Background: an optimization exercise with open tools, aiming at small area, a short achievable clock period and few clock cycles per item. Do not read the settings as production practice.
Only simulation tests tie the RTL to the original design; equivalence was not proved.

File: flow/design.v
module RC6dynamicRotFun(
    input   wire    [4:0]   inRotValue,
    input   wire    [31:0]  inData,
    output  wire    [31:0]  outData
    );
wire [31:0] r0 = inRotValue[0] ? {inData[30:0], inData[31]} : inData;
wire [31:0] r1 = inRotValue[1] ? {r0[29:0], r0[31:30]} : r0;
wire [31:0] r2 = inRotValue[2] ? {r1[27:0], r1[31:28]} : r1;
wire [31:0] r3 = inRotValue[3] ? {r2[23:0], r2[31:24]} : r2;
assign outData = inRotValue[4] ? {r3[15:0], r3[31:16]} : r3;
endmodule
module RC6keyExpansion #(parameter W = 32) (
    input   wire    [W-1:0]  inA,
    input   wire    [W-1:0]  inB,
    output  wire    [W-1:0]  outSum0,
    output  wire    [W-1:0]  outSum1
    );
wire [W-1:0] p = inA ^ inB;
wire [W-1:0] g0 = inA & inB;
wire [W-1:0] p0 = p;
wire [W-1:0] g1, p1, g2, p2, g3, p3, g4, p4, g5, p5;
genvar i;
generate
    for (i = 0; i < W; i = i + 1) begin : g_ks
        if (i >= 1) begin : g_l1
            assign g1[i] = g0[i] | (p0[i] & g0[i-1]);
            assign p1[i] = p0[i] & p0[i-1];
        end else begin : g_l1n
            assign g1[i] = g0[i];
            assign p1[i] = p0[i];
        end
        if (i >= 2) begin : g_l2
            assign g2[i] = g1[i] | (p1[i] & g1[i-2]);
            assign p2[i] = p1[i] & p1[i-2];
        end else begin : g_l2n
            assign g2[i] = g1[i];
            assign p2[i] = p1[i];
        end
        if (i >= 4) begin : g_l3
            assign g3[i] = g2[i] | (p2[i] & g2[i-4]);
            assign p3[i] = p2[i] & p2[i-4];
        end else begin : g_l3n
            assign g3[i] = g2[i];
            assign p3[i] = p2[i];
        end
        if (i >= 8) begin : g_l4
            assign g4[i] = g3[i] | (p3[i] & g3[i-8]);
            assign p4[i] = p3[i] & p3[i-8];
        end else begin : g_l4n
            assign g4[i] = g3[i];
            assign p4[i] = p3[i];
        end
        if (i >= 16) begin : g_l5
            assign g5[i] = g4[i] | (p4[i] & g4[i-16]);
            assign p5[i] = p4[i] & p4[i-16];
        end else begin : g_l5n
            assign g5[i] = g4[i];
            assign p5[i] = p4[i];
        end
    end
endgenerate
assign outSum0 = p ^ {g5[W-2:0], 1'b0};
assign outSum1 = p ^ {g5[W-2:0] | p5[W-2:0], 1'b1};
endmodule
module RC6keyReg #(parameter W = 29) (
    input   wire    [W-1:0]  inA,
    input   wire    [W-1:0]  inB,
    output  wire             outCarry
    );
wire [W-1:0] g0 = inA & inB;
wire [W-1:0] p0 = inA ^ inB;
wire [W-1:0] g1, p1, g2, p2, g3, p3, g4, p4, g5;
genvar i;
generate
    for (i = 0; i < W; i = i + 1) begin : g_ks
        if (i >= 1) begin : g_l1
            assign g1[i] = g0[i] | (p0[i] & g0[i-1]);
            assign p1[i] = p0[i] & p0[i-1];
        end else begin : g_l1n
            assign g1[i] = g0[i];
            assign p1[i] = p0[i];
        end
        if (i >= 2) begin : g_l2
            assign g2[i] = g1[i] | (p1[i] & g1[i-2]);
            assign p2[i] = p1[i] & p1[i-2];
        end else begin : g_l2n
            assign g2[i] = g1[i];
            assign p2[i] = p1[i];
        end
        if (i >= 4) begin : g_l3
            assign g3[i] = g2[i] | (p2[i] & g2[i-4]);
            assign p3[i] = p2[i] & p2[i-4];
        end else begin : g_l3n
            assign g3[i] = g2[i];
            assign p3[i] = p2[i];
        end
        if (i >= 8) begin : g_l4
            assign g4[i] = g3[i] | (p3[i] & g3[i-8]);
            assign p4[i] = p3[i] & p3[i-8];
        end else begin : g_l4n
            assign g4[i] = g3[i];
            assign p4[i] = p3[i];
        end
        if (i >= 16) begin : g_l5
            assign g5[i] = g4[i] | (p4[i] & g4[i-16]);
        end else begin : g_l5n
            assign g5[i] = g4[i];
        end
    end
endgenerate
assign outCarry = g5[W-1];
endmodule
module RC6control #(parameter W = 1) (
    input   wire            inSel,
    input   wire    [W-1:0] inData0,
    input   wire    [W-1:0] inData1,
    output  wire    [W-1:0] outData
    );
assign outData = inSel ? inData1 : inData0;
endmodule
module RC6round(
    input  wire [31:0] inData,
    output wire [31:0] outData
    );
wire w1 = (inData[11] & inData[12]) ^ (inData[0] & inData[24]);
wire w2 = (inData[11] & inData[12]) & (inData[0] & inData[24]);
wire w3 = (inData[13] & ~inData[12]) ^ (inData[0] & inData[25]) ^ (inData[1] & inData[24]);
wire w4 = ((inData[13] & ~inData[12]) & (inData[0] & inData[25])) | ((inData[13] & ~inData[12]) & (inData[1] & inData[24])) | ((inData[0] & inData[25]) & (inData[1] & inData[24]));
wire w5 = (inData[12] & inData[13]) ^ (inData[0] & inData[26]) ^ (inData[1] & inData[25]);
wire w6 = ((inData[12] & inData[13]) & (inData[0] & inData[26])) | ((inData[12] & inData[13]) & (inData[1] & inData[25])) | ((inData[0] & inData[26]) & (inData[1] & inData[25]));
wire w7 = (inData[2] & inData[24]) ^ (inData[3] & inData[23]);
wire w8 = (inData[2] & inData[24]) & (inData[3] & inData[23]);
wire w9 = (inData[14] & ~inData[13]) ^ (inData[0] & inData[27]) ^ (inData[1] & inData[26]);
wire w10 = ((inData[14] & ~inData[13]) & (inData[0] & inData[27])) | ((inData[14] & ~inData[13]) & (inData[1] & inData[26])) | ((inData[0] & inData[27]) & (inData[1] & inData[26]));
wire w11 = (inData[2] & inData[25]) ^ (inData[3] & inData[24]) ^ (inData[4] & inData[23]);
wire w12 = ((inData[2] & inData[25]) & (inData[3] & inData[24])) | ((inData[2] & inData[25]) & (inData[4] & inData[23])) | ((inData[3] & inData[24]) & (inData[4] & inData[23]));
wire w13 = (inData[13] & inData[14]) ^ (inData[0] & inData[28]) ^ (inData[1] & inData[27]);
wire w14 = ((inData[13] & inData[14]) & (inData[0] & inData[28])) | ((inData[13] & inData[14]) & (inData[1] & inData[27])) | ((inData[0] & inData[28]) & (inData[1] & inData[27]));
wire w15 = (inData[2] & inData[26]) ^ (inData[3] & inData[25]) ^ (inData[4] & inData[24]);
wire w16 = ((inData[2] & inData[26]) & (inData[3] & inData[25])) | ((inData[2] & inData[26]) & (inData[4] & inData[24])) | ((inData[3] & inData[25]) & (inData[4] & inData[24]));
wire w17 = (inData[5] & inData[23]) ^ (inData[6] & inData[22]);
wire w18 = (inData[5] & inData[23]) & (inData[6] & inData[22]);
wire w19 = (inData[15] & ~inData[14]) ^ (inData[0] & inData[29]) ^ (inData[1] & inData[28]);
wire w21 = (inData[2] & inData[27]) ^ (inData[3] & inData[26]) ^ (inData[4] & inData[25]);
wire w23 = (inData[5] & inData[24]) ^ (inData[6] & inData[23]) ^ (inData[7] & inData[22]);
wire w25 = (inData[7] & inData[8]) ^ (inData[0] & inData[16]);
wire w26 = (inData[7] & inData[8]) & (inData[0] & inData[16]);
wire w27 = (inData[9] & ~inData[8]) ^ (inData[0] & inData[17]) ^ (inData[1] & inData[16]);
wire w28 = ((inData[9] & ~inData[8]) & (inData[0] & inData[17])) | ((inData[9] & ~inData[8]) & (inData[1] & inData[16])) | ((inData[0] & inData[17]) & (inData[1] & inData[16]));
wire w29 = (inData[8] & inData[9]) ^ (inData[0] & inData[18]) ^ (inData[1] & inData[17]);
wire w30 = ((inData[8] & inData[9]) & (inData[0] & inData[18])) | ((inData[8] & inData[9]) & (inData[1] & inData[17])) | ((inData[0] & inData[18]) & (inData[1] & inData[17]));
wire w31 = (inData[2] & inData[16]) ^ (inData[3] & inData[15]);
wire w32 = (inData[2] & inData[16]) & (inData[3] & inData[15]);
wire w33 = (inData[10] & ~inData[9]) ^ (inData[0] & inData[19]) ^ (inData[1] & inData[18]);
wire w34 = ((inData[10] & ~inData[9]) & (inData[0] & inData[19])) | ((inData[10] & ~inData[9]) & (inData[1] & inData[18])) | ((inData[0] & inData[19]) & (inData[1] & inData[18]));
wire w35 = (inData[2] & inData[17]) ^ (inData[3] & inData[16]) ^ (inData[4] & inData[15]);
wire w36 = ((inData[2] & inData[17]) & (inData[3] & inData[16])) | ((inData[2] & inData[17]) & (inData[4] & inData[15])) | ((inData[3] & inData[16]) & (inData[4] & inData[15]));
wire w37 = (inData[9] & inData[10]) ^ (inData[0] & inData[20]) ^ (inData[1] & inData[19]);
wire w38 = ((inData[9] & inData[10]) & (inData[0] & inData[20])) | ((inData[9] & inData[10]) & (inData[1] & inData[19])) | ((inData[0] & inData[20]) & (inData[1] & inData[19]));
wire w39 = (inData[2] & inData[18]) ^ (inData[3] & inData[17]) ^ (inData[4] & inData[16]);
wire w40 = ((inData[2] & inData[18]) & (inData[3] & inData[17])) | ((inData[2] & inData[18]) & (inData[4] & inData[16])) | ((inData[3] & inData[17]) & (inData[4] & inData[16]));
wire w41 = (inData[5] & inData[15]) ^ (inData[6] & inData[14]);
wire w42 = (inData[5] & inData[15]) & (inData[6] & inData[14]);
wire w43 = (inData[11] & ~inData[10]) ^ (inData[0] & inData[21]) ^ (inData[1] & inData[20]);
wire w44 = ((inData[11] & ~inData[10]) & (inData[0] & inData[21])) | ((inData[11] & ~inData[10]) & (inData[1] & inData[20])) | ((inData[0] & inData[21]) & (inData[1] & inData[20]));
wire w45 = (inData[2] & inData[19]) ^ (inData[3] & inData[18]) ^ (inData[4] & inData[17]);
wire w46 = ((inData[2] & inData[19]) & (inData[3] & inData[18])) | ((inData[2] & inData[19]) & (inData[4] & inData[17])) | ((inData[3] & inData[18]) & (inData[4] & inData[17]));
wire w47 = (inData[5] & inData[16]) ^ (inData[6] & inData[15]) ^ (inData[7] & inData[14]);
wire w48 = ((inData[5] & inData[16]) & (inData[6] & inData[15])) | ((inData[5] & inData[16]) & (inData[7] & inData[14])) | ((inData[6] & inData[15]) & (inData[7] & inData[14]));
wire w49 = (inData[10] & inData[11]) ^ (inData[0] & inData[22]) ^ (inData[1] & inData[21]);
wire w50 = ((inData[10] & inData[11]) & (inData[0] & inData[22])) | ((inData[10] & inData[11]) & (inData[1] & inData[21])) | ((inData[0] & inData[22]) & (inData[1] & inData[21]));
wire w51 = (inData[2] & inData[20]) ^ (inData[3] & inData[19]) ^ (inData[4] & inData[18]);
wire w52 = ((inData[2] & inData[20]) & (inData[3] & inData[19])) | ((inData[2] & inData[20]) & (inData[4] & inData[18])) | ((inData[3] & inData[19]) & (inData[4] & inData[18]));
wire w53 = (inData[5] & inData[17]) ^ (inData[6] & inData[16]) ^ (inData[7] & inData[15]);
wire w54 = ((inData[5] & inData[17]) & (inData[6] & inData[16])) | ((inData[5] & inData[17]) & (inData[7] & inData[15])) | ((inData[6] & inData[16]) & (inData[7] & inData[15]));
wire w55 = (inData[8] & inData[14]) ^ (inData[9] & inData[13]);
wire w56 = (inData[8] & inData[14]) & (inData[9] & inData[13]);
wire w57 = (inData[12] & ~inData[11]) ^ (inData[0] & inData[23]) ^ (inData[1] & inData[22]);
wire w58 = ((inData[12] & ~inData[11]) & (inData[0] & inData[23])) | ((inData[12] & ~inData[11]) & (inData[1] & inData[22])) | ((inData[0] & inData[23]) & (inData[1] & inData[22]));
wire w59 = (inData[2] & inData[21]) ^ (inData[3] & inData[20]) ^ (inData[4] & inData[19]);
wire w60 = ((inData[2] & inData[21]) & (inData[3] & inData[20])) | ((inData[2] & inData[21]) & (inData[4] & inData[19])) | ((inData[3] & inData[20]) & (inData[4] & inData[19]));
wire w61 = (inData[5] & inData[18]) ^ (inData[6] & inData[17]) ^ (inData[7] & inData[16]);
wire w62 = ((inData[5] & inData[18]) & (inData[6] & inData[17])) | ((inData[5] & inData[18]) & (inData[7] & inData[16])) | ((inData[6] & inData[17]) & (inData[7] & inData[16]));
wire w63 = (inData[8] & inData[15]) ^ (inData[9] & inData[14]) ^ (inData[10] & inData[13]);
wire w64 = ((inData[8] & inData[15]) & (inData[9] & inData[14])) | ((inData[8] & inData[15]) & (inData[10] & inData[13])) | ((inData[9] & inData[14]) & (inData[10] & inData[13]));
wire w65 = (inData[1] & inData[23]) ^ (inData[2] & inData[22]) ^ (inData[3] & inData[21]);
wire w66 = ((inData[1] & inData[23]) & (inData[2] & inData[22])) | ((inData[1] & inData[23]) & (inData[3] & inData[21])) | ((inData[2] & inData[22]) & (inData[3] & inData[21]));
wire w67 = (inData[4] & inData[20]) ^ (inData[5] & inData[19]) ^ (inData[6] & inData[18]);
wire w68 = ((inData[4] & inData[20]) & (inData[5] & inData[19])) | ((inData[4] & inData[20]) & (inData[6] & inData[18])) | ((inData[5] & inData[19]) & (inData[6] & inData[18]));
wire w69 = (inData[7] & inData[17]) ^ (inData[8] & inData[16]) ^ (inData[9] & inData[15]);
wire w70 = ((inData[7] & inData[17]) & (inData[8] & inData[16])) | ((inData[7] & inData[17]) & (inData[9] & inData[15])) | ((inData[8] & inData[16]) & (inData[9] & inData[15]));
wire w71 = (inData[10] & inData[14]) ^ (inData[11] & inData[13]) ^ inData[26];
wire w72 = ((inData[10] & inData[14]) & (inData[11] & inData[13])) | ((inData[10] & inData[14]) & inData[26]) | ((inData[11] & inData[13]) & inData[26]);
wire w73 = (inData[2] & inData[23]) ^ (inData[3] & inData[22]) ^ (inData[4] & inData[21]);
wire w74 = ((inData[2] & inData[23]) & (inData[3] & inData[22])) | ((inData[2] & inData[23]) & (inData[4] & inData[21])) | ((inData[3] & inData[22]) & (inData[4] & inData[21]));
wire w75 = (inData[5] & inData[20]) ^ (inData[6] & inData[19]) ^ (inData[7] & inData[18]);
wire w76 = ((inData[5] & inData[20]) & (inData[6] & inData[19])) | ((inData[5] & inData[20]) & (inData[7] & inData[18])) | ((inData[6] & inData[19]) & (inData[7] & inData[18]));
wire w77 = (inData[8] & inData[17]) ^ (inData[9] & inData[16]) ^ (inData[10] & inData[15]);
wire w78 = ((inData[8] & inData[17]) & (inData[9] & inData[16])) | ((inData[8] & inData[17]) & (inData[10] & inData[15])) | ((inData[9] & inData[16]) & (inData[10] & inData[15]));
wire w79 = (inData[11] & inData[14]) ^ inData[27] ^ w3;
wire w80 = ((inData[11] & inData[14]) & inData[27]) | ((inData[11] & inData[14]) & w3) | (inData[27] & w3);
wire w81 = (inData[4] & inData[22]) ^ (inData[5] & inData[21]) ^ (inData[6] & inData[20]);
wire w82 = ((inData[4] & inData[22]) & (inData[5] & inData[21])) | ((inData[4] & inData[22]) & (inData[6] & inData[20])) | ((inData[5] & inData[21]) & (inData[6] & inData[20]));
wire w83 = (inData[7] & inData[19]) ^ (inData[8] & inData[18]) ^ (inData[9] & inData[17]);
wire w84 = ((inData[7] & inData[19]) & (inData[8] & inData[18])) | ((inData[7] & inData[19]) & (inData[9] & inData[17])) | ((inData[8] & inData[18]) & (inData[9] & inData[17]));
wire w85 = (inData[10] & inData[16]) ^ (inData[11] & inData[15]) ^ (inData[12] & inData[14]);
wire w86 = ((inData[10] & inData[16]) & (inData[11] & inData[15])) | ((inData[10] & inData[16]) & (inData[12] & inData[14])) | ((inData[11] & inData[15]) & (inData[12] & inData[14]));
wire w87 = inData[28] ^ w5 ^ w7;
wire w88 = (inData[28] & w5) | (inData[28] & w7) | (w5 & w7);
wire w89 = (inData[5] & inData[22]) ^ (inData[6] & inData[21]) ^ (inData[7] & inData[20]);
wire w90 = ((inData[5] & inData[22]) & (inData[6] & inData[21])) | ((inData[5] & inData[22]) & (inData[7] & inData[20])) | ((inData[6] & inData[21]) & (inData[7] & inData[20]));
wire w91 = (inData[8] & inData[19]) ^ (inData[9] & inData[18]) ^ (inData[10] & inData[17]);
wire w92 = ((inData[8] & inData[19]) & (inData[9] & inData[18])) | ((inData[8] & inData[19]) & (inData[10] & inData[17])) | ((inData[9] & inData[18]) & (inData[10] & inData[17]));
wire w93 = (inData[11] & inData[16]) ^ (inData[12] & inData[15]) ^ inData[29];
wire w94 = ((inData[11] & inData[16]) & (inData[12] & inData[15])) | ((inData[11] & inData[16]) & inData[29]) | ((inData[12] & inData[15]) & inData[29]);
wire w95 = w9 ^ w11 ^ w6;
wire w96 = (w9 & w11) | (w9 & w6) | (w11 & w6);
wire w97 = (inData[7] & inData[21]) ^ (inData[8] & inData[20]) ^ (inData[9] & inData[19]);
wire w98 = ((inData[7] & inData[21]) & (inData[8] & inData[20])) | ((inData[7] & inData[21]) & (inData[9] & inData[19])) | ((inData[8] & inData[20]) & (inData[9] & inData[19]));
wire w99 = (inData[10] & inData[18]) ^ (inData[11] & inData[17]) ^ (inData[12] & inData[16]);
wire w100 = ((inData[10] & inData[18]) & (inData[11] & inData[17])) | ((inData[10] & inData[18]) & (inData[12] & inData[16])) | ((inData[11] & inData[17]) & (inData[12] & inData[16]));
wire w101 = (inData[13] & inData[15]) ^ inData[30] ^ w13;
wire w102 = ((inData[13] & inData[15]) & inData[30]) | ((inData[13] & inData[15]) & w13) | (inData[30] & w13);
wire w103 = w15 ^ w17 ^ w10;
wire w104 = (w15 & w17) | (w15 & w10) | (w17 & w10);
wire w105 = (inData[8] & inData[21]) ^ (inData[9] & inData[20]) ^ (inData[10] & inData[19]);
wire w107 = (inData[11] & inData[18]) ^ (inData[12] & inData[17]) ^ (inData[13] & inData[16]);
wire w109 = inData[31] ^ w19 ^ w21;
wire w111 = w23 ^ w14 ^ w16;
wire w113 = (inData[4] & inData[5]) ^ (inData[0] & inData[10]);
wire w114 = (inData[4] & inData[5]) & (inData[0] & inData[10]);
wire w115 = (inData[6] & ~inData[5]) ^ (inData[0] & inData[11]) ^ (inData[1] & inData[10]);
wire w116 = ((inData[6] & ~inData[5]) & (inData[0] & inData[11])) | ((inData[6] & ~inData[5]) & (inData[1] & inData[10])) | ((inData[0] & inData[11]) & (inData[1] & inData[10]));
wire w117 = (inData[5] & inData[6]) ^ (inData[0] & inData[12]) ^ (inData[1] & inData[11]);
wire w118 = ((inData[5] & inData[6]) & (inData[0] & inData[12])) | ((inData[5] & inData[6]) & (inData[1] & inData[11])) | ((inData[0] & inData[12]) & (inData[1] & inData[11]));
wire w119 = (inData[2] & inData[10]) ^ (inData[3] & inData[9]);
wire w120 = (inData[2] & inData[10]) & (inData[3] & inData[9]);
wire w121 = (inData[7] & ~inData[6]) ^ (inData[0] & inData[13]) ^ (inData[1] & inData[12]);
wire w122 = ((inData[7] & ~inData[6]) & (inData[0] & inData[13])) | ((inData[7] & ~inData[6]) & (inData[1] & inData[12])) | ((inData[0] & inData[13]) & (inData[1] & inData[12]));
wire w123 = (inData[2] & inData[11]) ^ (inData[3] & inData[10]) ^ (inData[4] & inData[9]);
wire w124 = ((inData[2] & inData[11]) & (inData[3] & inData[10])) | ((inData[2] & inData[11]) & (inData[4] & inData[9])) | ((inData[3] & inData[10]) & (inData[4] & inData[9]));
wire w125 = (inData[6] & inData[7]) ^ (inData[0] & inData[14]) ^ (inData[1] & inData[13]);
wire w126 = ((inData[6] & inData[7]) & (inData[0] & inData[14])) | ((inData[6] & inData[7]) & (inData[1] & inData[13])) | ((inData[0] & inData[14]) & (inData[1] & inData[13]));
wire w127 = (inData[2] & inData[12]) ^ (inData[3] & inData[11]) ^ (inData[4] & inData[10]);
wire w128 = ((inData[2] & inData[12]) & (inData[3] & inData[11])) | ((inData[2] & inData[12]) & (inData[4] & inData[10])) | ((inData[3] & inData[11]) & (inData[4] & inData[10]));
wire w129 = (inData[5] & inData[9]) ^ (inData[6] & inData[8]);
wire w130 = (inData[5] & inData[9]) & (inData[6] & inData[8]);
wire w131 = (inData[8] & ~inData[7]) ^ (inData[0] & inData[15]) ^ (inData[1] & inData[14]);
wire w132 = ((inData[8] & ~inData[7]) & (inData[0] & inData[15])) | ((inData[8] & ~inData[7]) & (inData[1] & inData[14])) | ((inData[0] & inData[15]) & (inData[1] & inData[14]));
wire w133 = (inData[2] & inData[13]) ^ (inData[3] & inData[12]) ^ (inData[4] & inData[11]);
wire w134 = ((inData[2] & inData[13]) & (inData[3] & inData[12])) | ((inData[2] & inData[13]) & (inData[4] & inData[11])) | ((inData[3] & inData[12]) & (inData[4] & inData[11]));
wire w135 = (inData[5] & inData[10]) ^ (inData[6] & inData[9]) ^ inData[17];
wire w136 = ((inData[5] & inData[10]) & (inData[6] & inData[9])) | ((inData[5] & inData[10]) & inData[17]) | ((inData[6] & inData[9]) & inData[17]);
wire w137 = (inData[1] & inData[15]) ^ (inData[2] & inData[14]) ^ (inData[3] & inData[13]);
wire w138 = ((inData[1] & inData[15]) & (inData[2] & inData[14])) | ((inData[1] & inData[15]) & (inData[3] & inData[13])) | ((inData[2] & inData[14]) & (inData[3] & inData[13]));
wire w139 = (inData[4] & inData[12]) ^ (inData[5] & inData[11]) ^ (inData[6] & inData[10]);
wire w140 = ((inData[4] & inData[12]) & (inData[5] & inData[11])) | ((inData[4] & inData[12]) & (inData[6] & inData[10])) | ((inData[5] & inData[11]) & (inData[6] & inData[10]));
wire w141 = (inData[7] & inData[9]) ^ inData[18] ^ w25;
wire w142 = ((inData[7] & inData[9]) & inData[18]) | ((inData[7] & inData[9]) & w25) | (inData[18] & w25);
wire w143 = (inData[2] & inData[15]) ^ (inData[3] & inData[14]) ^ (inData[4] & inData[13]);
wire w144 = ((inData[2] & inData[15]) & (inData[3] & inData[14])) | ((inData[2] & inData[15]) & (inData[4] & inData[13])) | ((inData[3] & inData[14]) & (inData[4] & inData[13]));
wire w145 = (inData[5] & inData[12]) ^ (inData[6] & inData[11]) ^ (inData[7] & inData[10]);
wire w146 = ((inData[5] & inData[12]) & (inData[6] & inData[11])) | ((inData[5] & inData[12]) & (inData[7] & inData[10])) | ((inData[6] & inData[11]) & (inData[7] & inData[10]));
wire w147 = inData[19] ^ w27 ^ w26;
wire w148 = (inData[19] & w27) | (inData[19] & w26) | (w27 & w26);
wire w149 = (inData[4] & inData[14]) ^ (inData[5] & inData[13]) ^ (inData[6] & inData[12]);
wire w150 = ((inData[4] & inData[14]) & (inData[5] & inData[13])) | ((inData[4] & inData[14]) & (inData[6] & inData[12])) | ((inData[5] & inData[13]) & (inData[6] & inData[12]));
wire w151 = (inData[7] & inData[11]) ^ (inData[8] & inData[10]) ^ inData[20];
wire w152 = ((inData[7] & inData[11]) & (inData[8] & inData[10])) | ((inData[7] & inData[11]) & inData[20]) | ((inData[8] & inData[10]) & inData[20]);
wire w153 = w29 ^ w31 ^ w28;
wire w154 = (w29 & w31) | (w29 & w28) | (w31 & w28);
wire w155 = (inData[5] & inData[14]) ^ (inData[6] & inData[13]) ^ (inData[7] & inData[12]);
wire w156 = ((inData[5] & inData[14]) & (inData[6] & inData[13])) | ((inData[5] & inData[14]) & (inData[7] & inData[12])) | ((inData[6] & inData[13]) & (inData[7] & inData[12]));
wire w157 = (inData[8] & inData[11]) ^ inData[21] ^ w33;
wire w158 = ((inData[8] & inData[11]) & inData[21]) | ((inData[8] & inData[11]) & w33) | (inData[21] & w33);
wire w159 = w35 ^ w30 ^ w32;
wire w160 = (w35 & w30) | (w35 & w32) | (w30 & w32);
wire w161 = (inData[7] & inData[13]) ^ (inData[8] & inData[12]) ^ (inData[9] & inData[11]);
wire w162 = ((inData[7] & inData[13]) & (inData[8] & inData[12])) | ((inData[7] & inData[13]) & (inData[9] & inData[11])) | ((inData[8] & inData[12]) & (inData[9] & inData[11]));
wire w163 = inData[22] ^ w37 ^ w39;
wire w164 = (inData[22] & w37) | (inData[22] & w39) | (w37 & w39);
wire w165 = w41 ^ w34 ^ w36;
wire w166 = (w41 & w34) | (w41 & w36) | (w34 & w36);
wire w167 = (inData[8] & inData[13]) ^ (inData[9] & inData[12]) ^ inData[23];
wire w168 = ((inData[8] & inData[13]) & (inData[9] & inData[12])) | ((inData[8] & inData[13]) & inData[23]) | ((inData[9] & inData[12]) & inData[23]);
wire w169 = w43 ^ w45 ^ w47;
wire w170 = (w43 & w45) | (w43 & w47) | (w45 & w47);
wire w171 = w38 ^ w40 ^ w42;
wire w172 = (w38 & w40) | (w38 & w42) | (w40 & w42);
wire w173 = (inData[10] & inData[12]) ^ inData[24] ^ w49;
wire w174 = ((inData[10] & inData[12]) & inData[24]) | ((inData[10] & inData[12]) & w49) | (inData[24] & w49);
wire w175 = w51 ^ w53 ^ w55;
wire w176 = (w51 & w53) | (w51 & w55) | (w53 & w55);
wire w177 = w44 ^ w46 ^ w48;
wire w178 = (w44 & w46) | (w44 & w48) | (w46 & w48);
wire w179 = inData[25] ^ w57 ^ w59;
wire w180 = (inData[25] & w57) | (inData[25] & w59) | (w57 & w59);
wire w181 = w61 ^ w63 ^ w50;
wire w182 = (w61 & w63) | (w61 & w50) | (w63 & w50);
wire w183 = w52 ^ w54 ^ w56;
wire w184 = (w52 & w54) | (w52 & w56) | (w54 & w56);
wire w185 = w1 ^ w65 ^ w67;
wire w186 = (w1 & w65) | (w1 & w67) | (w65 & w67);
wire w187 = w69 ^ w71 ^ w58;
wire w188 = (w69 & w71) | (w69 & w58) | (w71 & w58);
wire w189 = w60 ^ w62 ^ w64;
wire w190 = (w60 & w62) | (w60 & w64) | (w62 & w64);
wire w191 = w2 ^ w73 ^ w75;
wire w192 = (w2 & w73) | (w2 & w75) | (w73 & w75);
wire w193 = w77 ^ w79 ^ w66;
wire w194 = (w77 & w79) | (w77 & w66) | (w79 & w66);
wire w195 = w68 ^ w70 ^ w72;
wire w196 = (w68 & w70) | (w68 & w72) | (w70 & w72);
wire w197 = w4 ^ w81 ^ w83;
wire w198 = (w4 & w81) | (w4 & w83) | (w81 & w83);
wire w199 = w85 ^ w87 ^ w74;
wire w200 = (w85 & w87) | (w85 & w74) | (w87 & w74);
wire w201 = w76 ^ w78 ^ w80;
wire w202 = (w76 & w78) | (w76 & w80) | (w78 & w80);
wire w203 = w8 ^ w89 ^ w91;
wire w204 = (w8 & w89) | (w8 & w91) | (w89 & w91);
wire w205 = w93 ^ w95 ^ w82;
wire w206 = (w93 & w95) | (w93 & w82) | (w95 & w82);
wire w207 = w84 ^ w86 ^ w88;
wire w208 = (w84 & w86) | (w84 & w88) | (w86 & w88);
wire w209 = w12 ^ w97 ^ w99;
wire w210 = (w12 & w97) | (w12 & w99) | (w97 & w99);
wire w211 = w101 ^ w103 ^ w90;
wire w212 = (w101 & w103) | (w101 & w90) | (w103 & w90);
wire w213 = w92 ^ w94 ^ w96;
wire w214 = (w92 & w94) | (w92 & w96) | (w94 & w96);
wire w215 = w18 ^ w105 ^ w107;
wire w217 = w109 ^ w111 ^ w98;
wire w219 = w100 ^ w102 ^ w104;
wire w221 = (inData[2] & inData[3]) ^ (inData[0] & inData[6]);
wire w222 = (inData[2] & inData[3]) & (inData[0] & inData[6]);
wire w223 = (inData[4] & ~inData[3]) ^ (inData[0] & inData[7]) ^ (inData[1] & inData[6]);
wire w224 = ((inData[4] & ~inData[3]) & (inData[0] & inData[7])) | ((inData[4] & ~inData[3]) & (inData[1] & inData[6])) | ((inData[0] & inData[7]) & (inData[1] & inData[6]));
wire w225 = (inData[3] & inData[4]) ^ (inData[0] & inData[8]) ^ (inData[1] & inData[7]);
wire w226 = ((inData[3] & inData[4]) & (inData[0] & inData[8])) | ((inData[3] & inData[4]) & (inData[1] & inData[7])) | ((inData[0] & inData[8]) & (inData[1] & inData[7]));
wire w227 = (inData[2] & inData[6]) ^ (inData[3] & inData[5]);
wire w228 = (inData[2] & inData[6]) & (inData[3] & inData[5]);
wire w229 = (inData[5] & ~inData[4]) ^ (inData[0] & inData[9]) ^ (inData[1] & inData[8]);
wire w230 = ((inData[5] & ~inData[4]) & (inData[0] & inData[9])) | ((inData[5] & ~inData[4]) & (inData[1] & inData[8])) | ((inData[0] & inData[9]) & (inData[1] & inData[8]));
wire w231 = (inData[2] & inData[7]) ^ (inData[3] & inData[6]) ^ inData[11];
wire w232 = ((inData[2] & inData[7]) & (inData[3] & inData[6])) | ((inData[2] & inData[7]) & inData[11]) | ((inData[3] & inData[6]) & inData[11]);
wire w233 = (inData[1] & inData[9]) ^ (inData[2] & inData[8]) ^ (inData[3] & inData[7]);
wire w234 = ((inData[1] & inData[9]) & (inData[2] & inData[8])) | ((inData[1] & inData[9]) & (inData[3] & inData[7])) | ((inData[2] & inData[8]) & (inData[3] & inData[7]));
wire w235 = (inData[4] & inData[6]) ^ inData[12] ^ w113;
wire w236 = ((inData[4] & inData[6]) & inData[12]) | ((inData[4] & inData[6]) & w113) | (inData[12] & w113);
wire w237 = (inData[2] & inData[9]) ^ (inData[3] & inData[8]) ^ (inData[4] & inData[7]);
wire w238 = ((inData[2] & inData[9]) & (inData[3] & inData[8])) | ((inData[2] & inData[9]) & (inData[4] & inData[7])) | ((inData[3] & inData[8]) & (inData[4] & inData[7]));
wire w239 = inData[13] ^ w115 ^ w114;
wire w240 = (inData[13] & w115) | (inData[13] & w114) | (w115 & w114);
wire w241 = (inData[4] & inData[8]) ^ (inData[5] & inData[7]) ^ inData[14];
wire w242 = ((inData[4] & inData[8]) & (inData[5] & inData[7])) | ((inData[4] & inData[8]) & inData[14]) | ((inData[5] & inData[7]) & inData[14]);
wire w243 = w117 ^ w119 ^ w116;
wire w244 = (w117 & w119) | (w117 & w116) | (w119 & w116);
wire w245 = (inData[5] & inData[8]) ^ inData[15] ^ w121;
wire w246 = ((inData[5] & inData[8]) & inData[15]) | ((inData[5] & inData[8]) & w121) | (inData[15] & w121);
wire w247 = w123 ^ w118 ^ w120;
wire w248 = (w123 & w118) | (w123 & w120) | (w118 & w120);
wire w249 = inData[16] ^ w125 ^ w127;
wire w250 = (inData[16] & w125) | (inData[16] & w127) | (w125 & w127);
wire w251 = w129 ^ w122 ^ w124;
wire w252 = (w129 & w122) | (w129 & w124) | (w122 & w124);
wire w253 = w131 ^ w133 ^ w135;
wire w254 = (w131 & w133) | (w131 & w135) | (w133 & w135);
wire w255 = w126 ^ w128 ^ w130;
wire w256 = (w126 & w128) | (w126 & w130) | (w128 & w130);
wire w257 = w137 ^ w139 ^ w141;
wire w258 = (w137 & w139) | (w137 & w141) | (w139 & w141);
wire w259 = w132 ^ w134 ^ w136;
wire w260 = (w132 & w134) | (w132 & w136) | (w134 & w136);
wire w261 = w143 ^ w145 ^ w147;
wire w262 = (w143 & w145) | (w143 & w147) | (w145 & w147);
wire w263 = w138 ^ w140 ^ w142;
wire w264 = (w138 & w140) | (w138 & w142) | (w140 & w142);
wire w265 = w149 ^ w151 ^ w153;
wire w266 = (w149 & w151) | (w149 & w153) | (w151 & w153);
wire w267 = w144 ^ w146 ^ w148;
wire w268 = (w144 & w146) | (w144 & w148) | (w146 & w148);
wire w269 = w155 ^ w157 ^ w159;
wire w270 = (w155 & w157) | (w155 & w159) | (w157 & w159);
wire w271 = w150 ^ w152 ^ w154;
wire w272 = (w150 & w152) | (w150 & w154) | (w152 & w154);
wire w273 = w161 ^ w163 ^ w165;
wire w274 = (w161 & w163) | (w161 & w165) | (w163 & w165);
wire w275 = w156 ^ w158 ^ w160;
wire w276 = (w156 & w158) | (w156 & w160) | (w158 & w160);
wire w277 = w167 ^ w169 ^ w171;
wire w278 = (w167 & w169) | (w167 & w171) | (w169 & w171);
wire w279 = w162 ^ w164 ^ w166;
wire w280 = (w162 & w164) | (w162 & w166) | (w164 & w166);
wire w281 = w173 ^ w175 ^ w177;
wire w282 = (w173 & w175) | (w173 & w177) | (w175 & w177);
wire w283 = w168 ^ w170 ^ w172;
wire w284 = (w168 & w170) | (w168 & w172) | (w170 & w172);
wire w285 = w179 ^ w181 ^ w183;
wire w286 = (w179 & w181) | (w179 & w183) | (w181 & w183);
wire w287 = w174 ^ w176 ^ w178;
wire w288 = (w174 & w176) | (w174 & w178) | (w176 & w178);
wire w289 = w185 ^ w187 ^ w189;
wire w290 = (w185 & w187) | (w185 & w189) | (w187 & w189);
wire w291 = w180 ^ w182 ^ w184;
wire w292 = (w180 & w182) | (w180 & w184) | (w182 & w184);
wire w293 = w191 ^ w193 ^ w195;
wire w294 = (w191 & w193) | (w191 & w195) | (w193 & w195);
wire w295 = w186 ^ w188 ^ w190;
wire w296 = (w186 & w188) | (w186 & w190) | (w188 & w190);
wire w297 = w197 ^ w199 ^ w201;
wire w298 = (w197 & w199) | (w197 & w201) | (w199 & w201);
wire w299 = w192 ^ w194 ^ w196;
wire w300 = (w192 & w194) | (w192 & w196) | (w194 & w196);
wire w301 = w203 ^ w205 ^ w207;
wire w302 = (w203 & w205) | (w203 & w207) | (w205 & w207);
wire w303 = w198 ^ w200 ^ w202;
wire w304 = (w198 & w200) | (w198 & w202) | (w200 & w202);
wire w305 = w209 ^ w211 ^ w213;
wire w306 = (w209 & w211) | (w209 & w213) | (w211 & w213);
wire w307 = w204 ^ w206 ^ w208;
wire w308 = (w204 & w206) | (w204 & w208) | (w206 & w208);
wire w309 = w215 ^ w217 ^ w219;
wire w311 = w210 ^ w212 ^ w214;
wire w313 = (inData[1] & inData[2]) ^ (inData[0] & inData[4]);
wire w314 = (inData[1] & inData[2]) & (inData[0] & inData[4]);
wire w315 = (inData[3] & ~inData[2]) ^ (inData[0] & inData[5]) ^ (inData[1] & inData[4]);
wire w316 = ((inData[3] & ~inData[2]) & (inData[0] & inData[5])) | ((inData[3] & ~inData[2]) & (inData[1] & inData[4])) | ((inData[0] & inData[5]) & (inData[1] & inData[4]));
wire w317 = (inData[1] & inData[5]) ^ (inData[2] & inData[4]) ^ inData[8];
wire w318 = ((inData[1] & inData[5]) & (inData[2] & inData[4])) | ((inData[1] & inData[5]) & inData[8]) | ((inData[2] & inData[4]) & inData[8]);
wire w319 = (inData[2] & inData[5]) ^ inData[9] ^ w223;
wire w320 = ((inData[2] & inData[5]) & inData[9]) | ((inData[2] & inData[5]) & w223) | (inData[9] & w223);
wire w321 = inData[10] ^ w225 ^ w227;
wire w322 = (inData[10] & w225) | (inData[10] & w227) | (w225 & w227);
wire w323 = w229 ^ w231 ^ w226;
wire w324 = (w229 & w231) | (w229 & w226) | (w231 & w226);
wire w325 = w233 ^ w235 ^ w230;
wire w326 = (w233 & w235) | (w233 & w230) | (w235 & w230);
wire w327 = w237 ^ w239 ^ w234;
wire w328 = (w237 & w239) | (w237 & w234) | (w239 & w234);
wire w329 = w241 ^ w243 ^ w238;
wire w330 = (w241 & w243) | (w241 & w238) | (w243 & w238);
wire w331 = w245 ^ w247 ^ w242;
wire w332 = (w245 & w247) | (w245 & w242) | (w247 & w242);
wire w333 = w249 ^ w251 ^ w246;
wire w334 = (w249 & w251) | (w249 & w246) | (w251 & w246);
wire w335 = w253 ^ w255 ^ w250;
wire w336 = (w253 & w255) | (w253 & w250) | (w255 & w250);
wire w337 = w257 ^ w259 ^ w254;
wire w338 = (w257 & w259) | (w257 & w254) | (w259 & w254);
wire w339 = w261 ^ w263 ^ w258;
wire w340 = (w261 & w263) | (w261 & w258) | (w263 & w258);
wire w341 = w265 ^ w267 ^ w262;
wire w342 = (w265 & w267) | (w265 & w262) | (w267 & w262);
wire w343 = w269 ^ w271 ^ w266;
wire w344 = (w269 & w271) | (w269 & w266) | (w271 & w266);
wire w345 = w273 ^ w275 ^ w270;
wire w346 = (w273 & w275) | (w273 & w270) | (w275 & w270);
wire w347 = w277 ^ w279 ^ w274;
wire w348 = (w277 & w279) | (w277 & w274) | (w279 & w274);
wire w349 = w281 ^ w283 ^ w278;
wire w350 = (w281 & w283) | (w281 & w278) | (w283 & w278);
wire w351 = w285 ^ w287 ^ w282;
wire w352 = (w285 & w287) | (w285 & w282) | (w287 & w282);
wire w353 = w289 ^ w291 ^ w286;
wire w354 = (w289 & w291) | (w289 & w286) | (w291 & w286);
wire w355 = w293 ^ w295 ^ w290;
wire w356 = (w293 & w295) | (w293 & w290) | (w295 & w290);
wire w357 = w297 ^ w299 ^ w294;
wire w358 = (w297 & w299) | (w297 & w294) | (w299 & w294);
wire w359 = w301 ^ w303 ^ w298;
wire w360 = (w301 & w303) | (w301 & w298) | (w303 & w298);
wire w361 = w305 ^ w307 ^ w302;
wire w362 = (w305 & w307) | (w305 & w302) | (w307 & w302);
wire w363 = w309 ^ w311 ^ w306;
wire w365 = (inData[0] & inData[1]) ^ (inData[0] & inData[2]);
wire w366 = (inData[0] & inData[1]) & (inData[0] & inData[2]);
wire w367 = (inData[2] & ~inData[1]) ^ (inData[0] & inData[3]) ^ inData[5];
wire w368 = ((inData[2] & ~inData[1]) & (inData[0] & inData[3])) | ((inData[2] & ~inData[1]) & inData[5]) | ((inData[0] & inData[3]) & inData[5]);
wire w369 = (inData[1] & inData[3]) ^ inData[6] ^ w313;
wire w370 = ((inData[1] & inData[3]) & inData[6]) | ((inData[1] & inData[3]) & w313) | (inData[6] & w313);
wire w371 = inData[7] ^ w315 ^ w314;
wire w372 = (inData[7] & w315) | (inData[7] & w314) | (w315 & w314);
wire w373 = w221 ^ w317 ^ w316;
wire w374 = (w221 & w317) | (w221 & w316) | (w317 & w316);
wire w375 = w222 ^ w319 ^ w318;
wire w376 = (w222 & w319) | (w222 & w318) | (w319 & w318);
wire w377 = w224 ^ w321 ^ w320;
wire w378 = (w224 & w321) | (w224 & w320) | (w321 & w320);
wire w379 = w228 ^ w323 ^ w322;
wire w380 = (w228 & w323) | (w228 & w322) | (w323 & w322);
wire w381 = w232 ^ w325 ^ w324;
wire w382 = (w232 & w325) | (w232 & w324) | (w325 & w324);
wire w383 = w236 ^ w327 ^ w326;
wire w384 = (w236 & w327) | (w236 & w326) | (w327 & w326);
wire w385 = w240 ^ w329 ^ w328;
wire w386 = (w240 & w329) | (w240 & w328) | (w329 & w328);
wire w387 = w244 ^ w331 ^ w330;
wire w388 = (w244 & w331) | (w244 & w330) | (w331 & w330);
wire w389 = w248 ^ w333 ^ w332;
wire w390 = (w248 & w333) | (w248 & w332) | (w333 & w332);
wire w391 = w252 ^ w335 ^ w334;
wire w392 = (w252 & w335) | (w252 & w334) | (w335 & w334);
wire w393 = w256 ^ w337 ^ w336;
wire w394 = (w256 & w337) | (w256 & w336) | (w337 & w336);
wire w395 = w260 ^ w339 ^ w338;
wire w396 = (w260 & w339) | (w260 & w338) | (w339 & w338);
wire w397 = w264 ^ w341 ^ w340;
wire w398 = (w264 & w341) | (w264 & w340) | (w341 & w340);
wire w399 = w268 ^ w343 ^ w342;
wire w400 = (w268 & w343) | (w268 & w342) | (w343 & w342);
wire w401 = w272 ^ w345 ^ w344;
wire w402 = (w272 & w345) | (w272 & w344) | (w345 & w344);
wire w403 = w276 ^ w347 ^ w346;
wire w404 = (w276 & w347) | (w276 & w346) | (w347 & w346);
wire w405 = w280 ^ w349 ^ w348;
wire w406 = (w280 & w349) | (w280 & w348) | (w349 & w348);
wire w407 = w284 ^ w351 ^ w350;
wire w408 = (w284 & w351) | (w284 & w350) | (w351 & w350);
wire w409 = w288 ^ w353 ^ w352;
wire w410 = (w288 & w353) | (w288 & w352) | (w353 & w352);
wire w411 = w292 ^ w355 ^ w354;
wire w412 = (w292 & w355) | (w292 & w354) | (w355 & w354);
wire w413 = w296 ^ w357 ^ w356;
wire w414 = (w296 & w357) | (w296 & w356) | (w357 & w356);
wire w415 = w300 ^ w359 ^ w358;
wire w416 = (w300 & w359) | (w300 & w358) | (w359 & w358);
wire w417 = w304 ^ w361 ^ w360;
wire w418 = (w304 & w361) | (w304 & w360) | (w361 & w360);
wire w419 = w308 ^ w363 ^ w362;
wire [31:0] ra = {w419 , w417 , w415 , w413 , w411 , w409 , w407 , w405 , w403 , w401 , w399 , w397 , w395 , w393 , w391 , w389 , w387 , w385 , w383 , w381 , w379 , w377 , w375 , w373 , w371 , w369 , w367 , inData[4] , (inData[1] & ~inData[0]) , inData[2] , inData[0] , inData[0]};
wire [31:0] rb = {w418 , w416 , w414 , w412 , w410 , w408 , w406 , w404 , w402 , w400 , w398 , w396 , w394 , w392 , w390 , w388 , w386 , w384 , w382 , w380 , w378 , w376 , w374 , w372 , w370 , w368 , w366 , w365 , inData[3] , 1'b0 , inData[1] , 1'b0};
wire [31:0] sum = ra + rb;
assign outData = {sum[26:0], sum[31:27]};
endmodule
module RC6encryption(
	input		wire			  	inClk,
	input		wire				inReset,
	input		wire				inKeyWr,
	input		wire				inDataWr,
	input 	wire 	[127:0] 	inData,
	input		wire	[255:0] 	inKey,
	output 	wire 	[127:0] 	outData,
	output	wire				outBusy
	);
localparam [31:0] P32 = 32'hB7E15163;
localparam [31:0] Q32 = 32'h9E3779B9;
function [31:0] bswap(input [31:0] x);
	bswap = {x[7:0], x[15:8], x[23:16], x[31:24]};
endfunction
function [31:0] rotl3(input [31:0] x);
	rotl3 = {x[28:0], x[31:29]};
endfunction
reg			busy;
reg	[7:0]	cnt;
reg			pass1n;		 
reg			loadD;		 
reg			stepY;		 
reg			pre;		 
reg			post;		 
reg			noTU;		 
reg			zS;			 
wire		last = (cnt == 8'd131);
wire	[7:0]	cntn = cnt + 8'd1;
wire		run = busy && !inReset && !last;	 
always @(posedge inClk) begin
	if (inReset)
		busy <= 1'b0;
	else if (!busy)
		busy <= inKeyWr & inDataWr;
	else if (last)
		busy <= 1'b0;
	cnt		<= run ? cntn : 8'd0;
	pass1n	<= run ? (cntn < 8'd43) : 1'b1;
	loadD	<= run && (cntn == 8'd1);
	stepY	<= run && (((cntn >= 8'd90) && !cntn[0]) || (cntn == 8'd131));
	pre		<= run && (cntn == 8'd90);
	post	<= run && (cntn == 8'd131);
	noTU	<= run && ((cntn == 8'd90) || (cntn == 8'd131));
	zS		<= run && ((cntn == 8'd88) || (cntn == 8'd129));
end
assign outBusy = busy;
reg	[31:0]	d0, d1, d2, d3;	 
reg	[31:0]	sr [0:42];	 
reg	[31:0]	lr [0:7];	 
reg	[31:0]	pc;			 
reg	[31:0]	SA;			 
reg	[31:0]	Br;			 
wire	[31:0]	x = SA;
wire	[31:0]	y = Br;
wire	[31:0]	L = lr[0];
wire	[28:0]	lo = x[28:0] + y[28:0];
wire			c29;
RC6keyReg #(.W(29)) _c29(.inA(x[28:0]), .inB(y[28:0]), .outCarry(c29));
wire	[2:0]		hi0 = x[31:29] + y[31:29];
wire	[2:0]		hi1 = hi0 + 3'd1;
wire	[3:0]		w = {1'b0, L[2:0]} + {1'b0, y[2:0]};
wire	[3:0]		wl0 = {1'b0, w[2:0]} + {1'b0, hi0};
wire	[3:0]		wl1 = {1'b0, w[2:0]} + {1'b0, hi1};
wire	[3:0]		wl;
RC6control #(.W(4)) _mwl(.inSel(c29), .inData0(wl0), .inData1(wl1), .outData(wl));
wire	[28:0]	b1 = L[31:3], b2 = y[31:3], b3 = x[28:0], b4 = y[28:0];
wire	[28:0]	bh = b1 ^ b2 ^ b3;
wire	[28:0]	bk = {((b1[27:0] & b2[27:0]) | (b1[27:0] & b3[27:0]) | (b2[27:0] & b3[27:0])), w[3]};
wire	[28:0]	bu = bh ^ bk ^ b4;
wire	[28:0]	bv = {((bh[27:0] & bk[27:0]) | (bh[27:0] & b4[27:0]) | (bk[27:0] & b4[27:0])), 1'b0};
wire	[28:0]	bs0, bs1;
RC6keyExpansion #(.W(29)) _addB(.inA(bu), .inB(bv), .outSum0(bs0), .outSum1(bs1));
wire	[28:0]	bs;
RC6control #(.W(29)) _mbs(.inSel(wl[3]), .inData0(bs0), .inData1(bs1), .outData(bs));
wire	[31:0]	s2 = {bs, wl[2:0]};
wire	[4:0]		rk0 = {lo[1:0], hi0} + y[4:0];
wire	[4:0]		rk1 = {lo[1:0], hi1} + y[4:0];
wire	[4:0]		rk;
RC6control #(.W(5)) _mrk(.inSel(c29), .inData0(rk0), .inData1(rk1), .outData(rk));
wire	[31:0]	Bn;
RC6dynamicRotFun _rotB(.inRotValue(rk), .inData(s2), .outData(Bn));
wire	[31:0]	Snext = pass1n ? pc : (post ? d2 : sr[0]);
wire	[3:0]		ql0 = {1'b0, Snext[2:0]} + {1'b0, hi0};
wire	[3:0]		ql1 = {1'b0, Snext[2:0]} + {1'b0, hi1};
wire	[3:0]		ql;
RC6control #(.W(4)) _mql(.inSel(c29), .inData0(ql0), .inData1(ql1), .outData(ql));
wire	[28:0]	q1 = Snext[31:3], q2 = x[28:0], q3 = y[28:0];
wire	[28:0]	qh = q1 ^ q2 ^ q3;
wire	[28:0]	qk = {((q1[27:0] & q2[27:0]) | (q1[27:0] & q3[27:0]) | (q2[27:0] & q3[27:0])), 1'b0};
wire	[28:0]	qs0, qs1;
RC6keyExpansion #(.W(29)) _addA(.inA(qh), .inB(qk), .outSum0(qs0), .outSum1(qs1));
wire	[28:0]	qs;
RC6control #(.W(29)) _mqs(.inSel(ql[3]), .inData0(qs0), .inData1(qs1), .outData(qs));
wire	[31:0]	SAn = {qs, ql[2:0]};
wire	[31:0]	An = {lo[28:0], c29 ? hi1 : hi0};
integer n;
always @(posedge inClk) begin
	for (n = 0; n < 42; n = n + 1)
		sr[n] <= sr[n + 1];
	sr[42] <= busy ? An : inData[127:96];
	if (!busy) begin
		sr[41] <= inData[95:64];
		sr[40] <= inData[63:32];
		sr[39] <= inData[31:0];
	end
	for (n = 0; n < 7; n = n + 1)
		lr[n] <= busy ? lr[n + 1] : bswap(inKey[255 - 32 * n -: 32]);
	lr[7] <= busy ? Bn : bswap(inKey[31:0]);
	pc <= busy ? pc + Q32 : P32 + Q32;
	SA <= busy ? SAn : P32;
	Br <= busy ? Bn : 32'd0;
end
reg	[31:0]	d1s, d3s;			 
reg	[31:0]	T, U;
wire	[31:0]	ft, fu;
RC6round _fB(.inData(d1s), .outData(ft));
RC6round _fD(.inData(d3s), .outData(fu));
wire	[31:0]	K0 = noTU ? sr[42] : sr[41];
wire	[31:0]	K2 = pre ? sr[41] : sr[42];
wire	[31:0]	r0, r2;
RC6dynamicRotFun _rot0(.inRotValue(U[4:0]), .inData(d0 ^ T), .outData(r0));
RC6dynamicRotFun _rot2(.inRotValue(T[4:0]), .inData(d2 ^ U), .outData(r2));
wire	[31:0]	a0 = r0 + K0;
wire	[31:0]	a2 = r2 + K2;
always @(posedge inClk) begin
	T <= ft;
	U <= fu;
	d1s <= zS ? 32'd0 : a2;
	d3s <= zS ? 32'd0 : a0;
	if (loadD) begin
		d0 <= sr[38];
		d1 <= sr[41];
		d2 <= sr[40];
		d3 <= sr[39];
	end else if (stepY) begin
		d0 <= d1;
		d1 <= post ? SAn : a2;
		d2 <= d3;
		d3 <= a0;
	end
end
assign outData = {bswap(d3), bswap(d0), bswap(d1), bswap(d2)};
endmodule
File: flow/flow/run.sh
#!/bin/bash
# The standard ORFS layout (the standard.sh: unchanged synthesis and steps)
# with two knobs the settings list does not offer:
#  - the port buffers that every input and output gets are buf_2 cells.
set -euo pipefail
bash standard.sh SETUP_SLACK_MARGIN=15 "BUFFER_PORTS_ARGS=-buffer_cell sky130_fd_sc_hd__buf_2" finish > standard.log 2>&1
File: flow/standard.sh
#!/bin/bash
# synth_recipe.tcl (not shown) runs the flow's synth.tcl, then flattens the netlist and writes it again
# the make line also repeats each setting of config.mk as NAME=value (left out here)
make -C /OpenROAD-flow-scripts/flow DESIGN_CONFIG=/design/flow/config.mk WORK_HOME=/design/flow/orfs CLKGATE_MAP_FILE= SYNTH_SCRIPT=/design/flow/synth_recipe.tcl "${@:-finish}"
File: flow/config.mk
export PLATFORM = sky130hd
export DESIGN_NAME = RC6encryption
export DESIGN_NICKNAME = RC6encryption
export VERILOG_FILES = /design/flow/design.v
export SDC_FILE = /design/flow/constraint.sdc
export NUM_CORES = 4
export LEC_CHECK = 0
export CAP_MARGIN = 30
export CORE_MARGIN = 2
export CORE_UTILIZATION = 40
export CTS_CLUSTER_DIAMETER = 60
export CTS_CLUSTER_SIZE = 25
export SLEW_MARGIN = 30
export SYNTH_HIERARCHICAL = 1
File: flow/constraint.sdc
create_clock -name core_clock -period 20.0 [get_ports {inClk}]
set_input_delay 4.0000 -clock core_clock [delete_from_list [all_inputs] [get_ports {inClk}]]
set_output_delay 4.0000 -clock core_clock [all_outputs]
set_load 0.01 [all_outputs]
==> results of run 1 <==
-- layout by cell type, fill, tap and decap left out, drive strengths merged, types with 14 or more instances in the layout --
master | netlist | layout
clkinv | 2 | 41
o22ai | 17 | 17
o21bai | 34 | 34
mux2 | 640 | 640
clkbuf | 238 | 160
and2 | 255 | 255
a21o | 138 | 138
o31ai | 14 | 14
xnor2 | 209 | 209
fa | 461 | 461
ha | 296 | 296
o211ai | 28 | 28
nand3 | 64 | 64
nand4 | 55 | 55
nand2 | 515 | 515
o21ai | 254 | 254
clkinvlp | 0 | 14
nor2 | 234 | 234
and3 | 24 | 24
inv | 456 | 501
a31oi | 26 | 26
nor3 | 53 | 53
edfxtp | 128 | 128
buf | 94 | 900
mux4 | 192 | 192
dfxtp | 1872 | 1872
a211oi | 22 | 22
nor2b | 42 | 42
o21a | 33 | 33
nand2b | 43 | 43
mux2i | 52 | 52
or4 | 14 | 14
a21oi | 274 | 274
xor2 | 188 | 188
-- repair_timing --
item | CTS | global route
resized for setup | 696 | 229
endpoints found under the setup margin | 288 | 260
pin swaps | 146 | 122
setup buffers | 235 | 85
gates cloned | 8 | 3
-- how the worst max path moves through the flow --
stage	to	slack (ns)	cells after the start
after floorplan	T[0]	15.00	19
after global routing	outData[51]	14.31	1
after detailed placement	lr[7][24]	14.04	15
after global placement	lr[7][24]	14.08	15
final	outData[90]	14.36	1
after CTS	outData[26]	14.31	2
-- registers in the layout, indices dropped and copies added (netlist names), 8 cells and up --
name and cells:
sr 1376, pc 32, U 32, cnt 8
Br 32, T 32, lr 256, d1 32
d3 32, d2 32, SA 32, d0 32
d1s 32, d3s 32
-- modules after synthesis (local to each module, per instance), excerpt --
| module | times used | cells inside | area (sq um) |
|---|---|---|---|
| RC6dynamicRotFun | 3 | 116 | 1950 |
| RC6round | 2 | 909 | 7670 |
| RC6encryption | 1 | 4166 | 58800 |
-- cell type report --
| type | count | area, sq um |
|---|---|---|
| Clock buffer | 157 | 3810 |
| Multi-Input combinational cell | 4357 | 44000 |
| Inverter | 458 | 1780 |
| Clock inverter | 103 | 1610 |
| Sequential cell | 2000 | 41600 |
| Tap cell | 2838 | 3550 |
| Timing Repair Buffer | 910 | 6860 |
| Antenna cell | 7 | 17.5 |
| Fill cell | 19300 | 111000 |
-- logic make-up after synthesis --
kind of cell | after synthesis | synth area share, %
xor gates and xnor gates | 397 | 4.03
adders and majority gates | 757 | 15.0
DFF | 2000 | 47.9
buffers and inverters | 793 | 3.91
and+or+nand+nor | 1360 | 7.67
other | 1 | 0.00435
muxes | 884 | 14.1
AOI/OAI and AO/OA | 955 | 7.32
-- metal layers --
| layer | up-vias | GRT usage, % | part of all wire (%) | wire length, microns |
|---|---|---|---|---|
| met5 | - | 0 | 0.028 | 85 |
| met4 | 14 | 12.1 | 5.0 | 15400 |
| met3 | 511 | 5.41 | 7.9 | 24100 |
| met2 | 2413 | 40.7 | 43 | 132000 |
| met1 | 29500 | 38.7 | 44 | 135000 |
| li1 | 25700 | - | - | - |
==> Flow_metrics.wiki, run 1 <==
{| class="wikitable"
! Metric !! Value
|-
| Number of vias after detailed routing || approximately 58000
|-
| Largest stage delay on the critical path || roughly 0.56 ns
|-
| Leading cell type by number of instances after synthesis || dfxtp_1
|-
| Endpoint kind of the worst setup timing path || output port
|-
| Instance count along the most critical hold path || 0
|-
| Number of buffers on the longest clock path || 3
|-
| Summed instance area of the synthesized netlist || 86200 sq um
|-
| Placement-stage cell area || between 90000 and 100000 sq um
|-
| Cell family with the largest share of critical-path delay || flip-flops
|-
| Row count || 170
|-
| Iteration-0 DRC Markers || roughly 5300
|-
| Clock tree skew after final layout || 0.0809 ns
|-
| CP bufs+invs || 1
|-
| Total Negative Setup Slacks || 0 ns
|-
| Die Height || ~470 microns
|-
| Count of final setup violators || 0
|-
| Most frequent cells after synthesis || 1872 x dfxtp_1, 620 x mux2_2, 513 x nand2_1
|-
| Slew margin rel. || about 15%
|-
| Async set-reset flop share out of synthesis || 0%
|-
| Status || finished clean
|-
| Gate count after technology mapping || a little over 7000
|-
| Count of hold-fix buffers inserted at cts || 0
|-
| Achievable Freq || between 150 and 200 MHz
|-
| Wire length of the first global-routing pass || approximately 430000 microns
|-
| Min-Delay Path Class || flip-flop to flip-flop
|-
| Reg-to-reg slack, setup || 14.81 ns
|-
| RD Place Congestion || between 0.9 and 1
|-
| Endpoint of the worst register-to-register path || lr[7][26]
|-
| Ports placed on the boundary || between 500 and 600
|-
| Distinct cells, synth || 104
|-
| Portion of the post-synthesis area used by sequential elements || a little under half
|-
| Count of buffers inserted at the top-level ports || 516
|-
| Core Box Area || ~210000 sq um
|-
| Detailed placer's ending HPWL || ~230000 microns
|-
| Max Fanout on Critical Path || 2
|-
| ANT nets after route || 0
|-
| GRT Total Usage || a little over a quarter
|-
| Final cell count without fillers || about 11000
|-
| Setup slack of the critical path after layout || 14.36 ns
|-
| CP required || 16.00 ns
|-
| CTS Root Cell || clkbuf_16
|-
| Starting Density || around two fifths
|-
| Wire length reported by the detailed router || approximately 310000 microns
|-
| Critical path startpoint category || flip-flop
|-
| TritonCTS clock tree || built
|-
| Hold wc startpoint || sr[3][21]
|-
| Drt drc || 0
|-
| Final hold vios || 0
|-
| Post-Place Cells || 10200
|-
| Cell with the largest stage delay on the worst path || edfxtp_1
|-
| Clock network latency to the later pin of the worst-skew pair || about 0.87 ns
|-
| CP Data Arrival Time || roughly 1.6 ns
|-
| RSZ-0062 raised after global routing || yes
|-
| Utilization after layout || between 40% and 50%
|-
| Final global-route overflow total || 0
|-
| TritonCTS sink count || 2000
|-
| Smallest hold slack || slightly above 0.3 ns
|-
| Dominant cells by area after synthesis || dfxtp_1 43%, fa_1 11%, mux2_2 8.1%
|-
| Final layout net count || around 9000
|-
| Slew @ Worst Pin || approximately 1.3 ns
|-
| Setup crit start || d0[2]
|-
| Ordered list of cells on the worst path || buf_2
|-
| Routed wirelength normalized by instance count || between 20 and 30 microns
|-
| Maximum number of pins on one net before global-route repair || between 150 and 200
|-
| Length of the first detailed-routing pass in iterations || 5
|-
| Max Transition Viols Final || 0
|-
| Clock-pin slew reported for the worst setup and hold paths after clock tree synthesis || roughly 0.09 ns
|-
| Shortest clock period the worst path allows after layout || roughly 5.6 ns
|-
| Number of global-route vias before repair || between 50000 and 60000
|-
| Reg-to-reg critical path startpoint || Br[1]
|-
| Number of clock buffers inserted by TritonCTS || approximately 150
|-
| H-tree lvl count || 4
|-
| Hold endpoint || sr[2][21]
|-
| Layout overhead on the synthesized area || 19.8%
|-
| Layout cell share with drive strength beyond 1 || between 30 and 40%
|-
| Die Wd || roughly 470 microns
|-
| Period utilization || 28.2%
|-
| Initial antenna violation count || 47
|-
| Worst slack after detailed placement || ~14 ns
|-
| Post-Syn Area per Cell || 12.1 sq um
|-
| Via density per instance || roughly 5.4
|-
| Yosys top cell area share || a little over two fifths
|-
| Max-cap violation count || 0
|-
| Worst Path Class, Setup || flip-flop to output port
|-
| Die Area || 219000 sq um
|-
| Area leader, netlist || dfxtp_1
|-
| R2R depth || 17
|-
| Count of flip-flops with a built-in enable after synthesis || 128
|-
| Dominant synthesized flop cell || dfxtp_1
|-
| Warning count from the yosys run || 9
|-
| Yosys reg bits || 2000
|-
| Post-Layout Inst Area || between 100000 and 150000 sq um
|}
Testbench counts, summed over its fixed seeds: cycles 42,560, items 320.
==> inputs of run 2 (changes only) <==
--- a/flow/config.mk
+++ b/flow/config.mk
@@ -8,7 +8,5 @@
 export CAP_MARGIN = 30
 export CORE_MARGIN = 2
 export CORE_UTILIZATION = 40
-export CTS_CLUSTER_DIAMETER = 60
-export CTS_CLUSTER_SIZE = 25
 export SLEW_MARGIN = 30
 export SYNTH_HIERARCHICAL = 1
==> run 2 against run 1 <==
Still clean. Maximum frequency fell by 0.49%. Cell count grew 1.2%. Clock-buffer cell count up 109. Global-route usage grew 0.27 points. Critical path type unchanged. Highest routed layer unchanged.
==> Flow_metrics.wiki, run 2 <==
{| class="wikitable"
! Metric !! Value
|-
| Drt drc || 0
|-
| Footprint of the flip-flops and latches || about 42000 sq um
|-
| Initial antenna violation count || 46
|-
| Max Transition Viols Final || 0
|-
| Ordered list of cells on the worst path || buf_2
|-
| Max Fanout on Critical Path || 2
|-
| Number of global-route vias before repair || roughly 58000
|-
| Critical path startpoint category || flip-flop
|-
| Area leader, netlist || dfxtp_1
|-
| Layout cell share with drive strength beyond 1 || about a third
|-
| Number of buffers on the longest clock path || 3
|-
| CTS Root Cell || clkbuf_16
|-
| Die Area || about 220000 sq um
|-
| Post-Place Cells || ~10000
|-
| Routed wirelength normalized by instance count || roughly 28 microns
|-
| CP Data Arrival Time || around 1.7 ns
|-
| Maximum number of pins on one net before global-route repair || ~170
|-
| Clock network latency to the later pin of the worst-skew pair || ~0.9 ns
|-
| Warning count from the yosys run || 9
|-
| Slew margin rel. || just under 20%
|-
| Largest register by flop count || sr
|-
| ANT nets after route || 0
|-
| Max reg flops || ~1400
|-
| Layout fillers || approximately 19000
|-
| Ports placed on the boundary || 517
|-
| Die Wd || 468 microns
|-
| Clock tree skew after final layout || 0.0987 ns
|-
| Slew @ Worst Pin || ~1.2 ns
|-
| Core Box Area || 214000 sq um
|-
| Largest stage delay on the critical path || approximately 0.56 ns
|-
| H-tree lvl count || 4
|-
| Via density per instance || 5.35
|-
| Status || finished clean
|-
| RSZ-0062 raised after global routing || yes
|-
| Cell with the largest stage delay on the worst path || edfxtp_1
|-
| Final layout net count || roughly 9000
|-
| Final hold vios || 0
|-
| Count of buffers inserted at the top-level ports || 516
|-
| Dominant synthesized flop cell || dfxtp_1
|-
| Endpoint kind of the worst setup timing path || output port
|-
| Count of hold-fix buffers inserted at cts || 0
|-
| Clock-pin slew reported for the worst setup and hold paths after clock tree synthesis || ~0.07 ns
|-
| Cell family with the largest share of critical-path delay || flip-flops
|-
| Achievable Freq || ~180 MHz
|-
| CP bufs+invs || 1
|-
| Commonest cells after routing, fill and taps aside || 1754 x dfxtp_1, 573 x mux2_2, 495 x nand2_1
|-
| Number of clock buffers inserted by TritonCTS || 200
|-
| Yosys reg bits || 2000
|-
| Min-Delay Path Class || flip-flop to flip-flop
|-
| Area of the multi-input gates || ~44000 sq um
|-
| Post-Syn Area per Cell || about 12 sq um
|-
| Iteration-0 DRC Markers || 5492
|-
| Total Negative Setup Slacks || 0 ns
|-
| CP required || around 16 ns
|-
| TritonCTS clock tree || built
|-
| Yosys top cell area share || a little over two fifths
|-
| Most frequent standard cell in the layout excluding fill and tap cells || dfxtp_1
|-
| Detailed placer's ending HPWL || between 200000 and 250000 microns
|-
| Count of final setup violators || 0
|-
| Distinct cells, synth || about 100
|-
| Most frequent cells after synthesis || 1872 x dfxtp_1, 620 x mux2_2, 513 x nand2_1
|-
| Starting Density || 40.2%
|-
| Number of vias after detailed routing || between 50000 and 60000
|-
| Gate count after technology mapping || 7147
|-
| Portion of the post-synthesis area used by sequential elements || between 40% and 50%
|-
| Row count || 170
|-
| Count of flip-flops with a built-in enable after synthesis || 128
|-
| TritonCTS sink count || 2000
|-
| Length of the first detailed-routing pass in iterations || 6
|-
| Max-cap violation count || 0
|-
| Final cell count without fillers || between 10000 and 15000
|-
| Die Height || approximately 470 microns
|-
| Layout overhead on the synthesized area || 22.5%
|-
| Final global-route overflow total || 0
|-
| Summed instance area of the synthesized netlist || between 80000 and 90000 sq um
|-
| RD Place Congestion || approximately 1.0
|-
| GRT Total Usage || ~28%
|-
| Shortest clock period the worst path allows after layout || ~5.7 ns
|-
| Period utilization || about 28%
|-
| Leading cell type by number of instances after synthesis || dfxtp_1
|-
| Worst Path Class, Setup || flip-flop to output port
|-
| Wire length reported by the detailed router || 310000 microns
|-
| Async set-reset flop share out of synthesis || 0%
|-
| Wire length of the first global-routing pass || between 400000 and 500000 microns
|-
| Regs by FF count || sr x1376, lr x256
|-
| Dominant cells by area after synthesis || dfxtp_1 43%, fa_1 11%, mux2_2 8.1%
|}
[run 2: layout make-up]
| cell class | instances | area share, % |
|---|---|---|
| clock buffers | 266 | 5.40 |
| flip-flops and latches | 2000 | 39.5 |
| inverters | 458 | 1.68 |
| clock inverters | 109 | 1.38 |
| repair buffers | 913 | 6.68 |
| well taps | 2838 | 3.36 |
| multi-input cells | 4360 | 42.0 |
| diodes | 16 | 0.0379 |
[run 2: metrics by stage]
step	utilization, %	worst slack, ns	hold slack [ns]	instance area, sq um
detailed placement	42.6	14.04	0.312	91300
floorplan	-	15.00	0.310	86300
CTS	48.1	14.32	0.227	103000
finish	49.2	14.34	0.236	106000
global route	49.2	14.28	0.236	106000
global placement	42.6	14.08	0.309	91200
[run 2: repair_timing]
item | 4_1_cts | 5_1_grt
setup buffers | 211 | 110
cloned | 13 | 3
endpoints found under the setup margin | 290 | 260
pin swaps | 146 | 145
gates resized for setup | 708 | 278
[run 2: kinds of logic (layout without fill, tap and decap cells)]
| kind of cell | count (synthesis) | after routing | synth area share (%) |
|---|---|---|---|
| adders and majority gates | 757 | 757 | 15.0 |
| DFF | 2000 | 2000 | 47.9 |
| xor gates and xnor gates | 397 | 397 | 4.03 |
| buffers and inverters | 793 | 1746 | 3.91 |
| AOI/OAI and AO/OA | 955 | 955 | 7.32 |
| and+or+nand+nor | 1360 | 1360 | 7.67 |
| muxes | 884 | 887 | 14.1 |
| other | 1 | 20 | 0.00435 |
[run 2: path summary, 6_finish.rpt]
path	start	end	slack (ns)	cells past startpoint
worst max-delay path	d1[12]	outData[52]	14.34	1
worst min-delay path	sr[6][13]	sr[5][13]	0.24	0
worst max register to register	d3s[1]	U[4]	14.72	19
worst min register to register	sr[6][13]	sr[5][13]	0.24	0
[run 2: layer usage]
layer,vias to the layer above,global-route usage [%],wire length [microns]
met2,2508,41.1,134000
met1,29800,39.3,137000
met5,-,0,61
met4,10,11.6,14700
met3,496,5.47,23600
li1,25900,-,-
[run 2: per-module statistics from Yosys (local to each module, per instance), excerpt]
module | flops+latches | cell area (sq um)
RC6encryption | 2000 | 58800
RC6round | 0 | 7670
RC6dynamicRotFun | 0 | 1950

==> port drivers added, routing unchanged <==
The flow's constraints put no driver on any port. The routed layouts listed below were extracted and timed again, unchanged, in two steps.
Step 1 assumes that a clkbuf_16 drives the clock port and a buf_2 every other input.
Step 2 times the ports against the registers' clock, not the clock port: input delays grow and output delays shrink by t, the midpoint of the rising clock arrivals with the driver on.
Slacks: ideal ports / drivers / drivers and shift; pairs: ideal ports / drivers.
run | t, ns | slack for setup (ns) | worst hold slack (ns)
run 1 | 0.920 | 14.365 / 14.275 / 14.747 | 0.305 / 0.305 / 0.305
run 2 | 0.949 | 14.337 / 14.248 / 14.716 | 0.236 / 0.236 / 0.236
After both steps setup and hold are still met in every run listed.
